This is an optimization exercise on Yosys and OpenROAD, whose aim is small area, not a production implementation. Function was checked by simulation only, so behaviour that the tests miss may differ from the original.

Setup of the previous run:
// adpll_ctr
module adpll_ctr
   (
    input                     rst,
    input                     clk,
    input                     valid,
    input [5-1:0] address,
    input [26-1:0] wdata,
    input                     wstrb,
    output [1:0]              rdata,
    output reg                ready,
    input                     data_mod,  
    output                    dco_pd,
    output reg [1:0]          dco_osc_gain,
    output [4:0]              dco_c_l_rall,
    output [4:0]              dco_c_l_row,
    output [4:0]              dco_c_l_col,
    output [15:0]             dco_c_m_rall,
    output [15:0]             dco_c_m_row,
    output [15:0]             dco_c_m_col,
    output [15:0]             dco_c_s_rall,
    output [15:0]             dco_c_s_row,
    output [15:0]             dco_c_s_col,
    output                    tdc_pd,
    output                    tdc_pd_inj,
    output reg [2:0]          tdc_ctr_freq,
    input [6:0]               tdc_ripple_count,
    input [15:0]              tdc_phase
    );
Size: roughly 4700 cells after synthesis, roughly 380 flip-flops, roughly 180 I/O pins.
clock: 40.0 ns
lec_check: 0
abc_area: 1
cap_margin: 20
core_margin: 2
core_utilization: 40
place_density: 0.6
slew_margin: 20
standard.sh (not shown) runs the stock make flow with config.mk's settings and CLKGATE_MAP_FILE= SYNTH_SCRIPT=/design/flow/synth_recipe.tcl, a recipe that flattens the netlist after the stock synthesis.
==> flow/flow/run.sh <==
#!/bin/bash
# Standard ORFS layout (the standard.sh, standard synthesis unchanged) with
# two changes: the port buffers use the smallest buffer cell, and clock tree
# synthesis inserts no dummy loads and builds the tree from clkbuf_4 cells.
set -euo pipefail
cd "$(dirname "$0")/.."
export BUFFER_PORTS_ARGS="-buffer_cell sky130_fd_sc_hd__buf_1"
export CTS_ARGS="-sink_clustering_enable -repair_clock_nets -dont_use_dummy_load -buf_list sky130_fd_sc_hd__clkbuf_4 -sink_clustering_size 8 -sink_clustering_max_diameter 50"
bash standard.sh > flow_standard.log 2>&1
Here is what was changed in the inputs of the current run compared with the previous run.
-- flow/design.v --
<<< the previous run, line 330
      reg [7:0]     bw;
      begin
	 t = rca({x[27-1],x}, ~{y[27-1],y}, 1'b1);
	 d = t[27:0];
	 bw = d[7:0] ^ x[7:0] ^ y[7:0];
>>> the current run, line 330
      reg [7:0]     bw;
      begin
	 t = rip({x[27-1],x}, ~{y[27-1],y}, 1'b1);
	 d = t[27:0];
	 bw = d[7:0] ^ x[7:0] ^ y[7:0];
Findings:
Met1 track utilization from global routing, the previous run and the current run: higher on the current run. In the metrics for the previous run and the current run, the one carrying the lower final area is the current run. Vertical die dimension (lower): the current run. The current run: detailed-route wire length on metal 1 is 0.94% lower than what the previous run reported. Between the current run and the previous run, it is the current run whose share of synthesized cell area in and, or, nand and nor gates is higher, by 0.89 points. Looking only at worst setup slack before clock tree synthesis, and setting everything else aside, the higher value of the previous run and the current run goes to the previous run. Against the previous run, the current run comes in about 1.4% lower on synthesized area.

--- another note on this design; it stands on its own ---

Setup of run A:
// adpll_ctr
module adpll_ctr
   (
    input                     rst,
    input                     clk,
    input                     valid,
    input [5-1:0] address,
    input [26-1:0] wdata,
    input                     wstrb,
    output [1:0]              rdata,
    output reg                ready,
    input                     data_mod,  
    output                    dco_pd,
    output reg [1:0]          dco_osc_gain,
    output [4:0]              dco_c_l_rall,
    output [4:0]              dco_c_l_row,
    output [4:0]              dco_c_l_col,
    output [15:0]             dco_c_m_rall,
    output [15:0]             dco_c_m_row,
    output [15:0]             dco_c_m_col,
    output [15:0]             dco_c_s_rall,
    output [15:0]             dco_c_s_row,
    output [15:0]             dco_c_s_col,
    output                    tdc_pd,
    output                    tdc_pd_inj,
    output reg [2:0]          tdc_ctr_freq,
    input [6:0]               tdc_ripple_count,
    input [15:0]              tdc_phase
    );
Settings: LEC_CHECK=0, ABC_AREA=1, CAP_MARGIN=5, CORE_MARGIN=2, CORE_UTILIZATION=40, PLACE_DENSITY=0.6, SLEW_MARGIN=5; clock period 40.0 ns.
standard.sh (not shown) runs the stock make flow with config.mk's settings and CLKGATE_MAP_FILE= SYNTH_SCRIPT=/design/flow/synth_recipe.tcl, a recipe that flattens the netlist after the stock synthesis.
==> flow/flow/run.sh <==
#!/bin/bash
# Standard ORFS layout (the standard.sh, standard synthesis unchanged) with
# two changes: the port buffers use the smallest buffer cell, and clock tree
# synthesis inserts no dummy loads and builds the tree from clkbuf_4 cells.
set -euo pipefail
cd "$(dirname "$0")/.."
export BUFFER_PORTS_ARGS="-buffer_cell sky130_fd_sc_hd__buf_1"
export CTS_ARGS="-sink_clustering_enable -repair_clock_nets -dont_use_dummy_load -buf_list sky130_fd_sc_hd__clkbuf_4 -sink_clustering_size 8 -sink_clustering_max_diameter 50"
bash standard.sh > flow_standard.log 2>&1
Inputs modified between run A and run B:
diff --git a/flow/config.mk b/flow/config.mk
--- a/flow/config.mk
+++ b/flow/config.mk
@@ -7,7 +7,7 @@
 export LEC_CHECK = 0
 export ABC_AREA = 1
-export CAP_MARGIN = 5
+export CAP_MARGIN = 20
 export CORE_MARGIN = 2
-export CORE_UTILIZATION = 40
+export CORE_UTILIZATION = 50
 export PLACE_DENSITY = 0.6
-export SLEW_MARGIN = 5
+export SLEW_MARGIN = 20
Findings:
From run A to run B the numbers moved as follows: number of nets in the finished design stayed essentially flat, cell row count fell by 12.

re-timing with driven ports:
How much do the figures lean on ideal ports? The routed layouts below were timed once more, with nothing changed but the port constraints. Step 1 sets driving cells, clkbuf_16 on the clock port and buf_2 on the other inputs (assumed; they add their load-dependent delay and slew). Step 2 also shifts input and output timing later by t, the mid clock arrival at the registers, as if the neighbouring blocks saw the same clock. a / b / c = ideal ports / drivers / drivers and shift; a / b = the first two.
| run | t (ns) | slack for setup (ns) | clock arrival spread, ns |
|---|---|---|---|
| the previous run | 0.908 | 1.637 / 1.615 / 1.615 | 0.133 / 0.133 |
| the current run | 0.865 | 1.376 / 1.339 / 1.339 | 0.116 / 0.116 |
| run A | 0.908 | 1.637 / 1.615 / 1.615 | 0.133 / 0.133 |
| run B | 0.877 | 1.698 / 1.677 / 1.677 | 0.155 / 0.155 |
After both steps setup and hold are still met in every run listed. For the current run, which loses most, drivers alone change the setup slack by -0.037 ns; drivers and shift together by -0.037 ns.
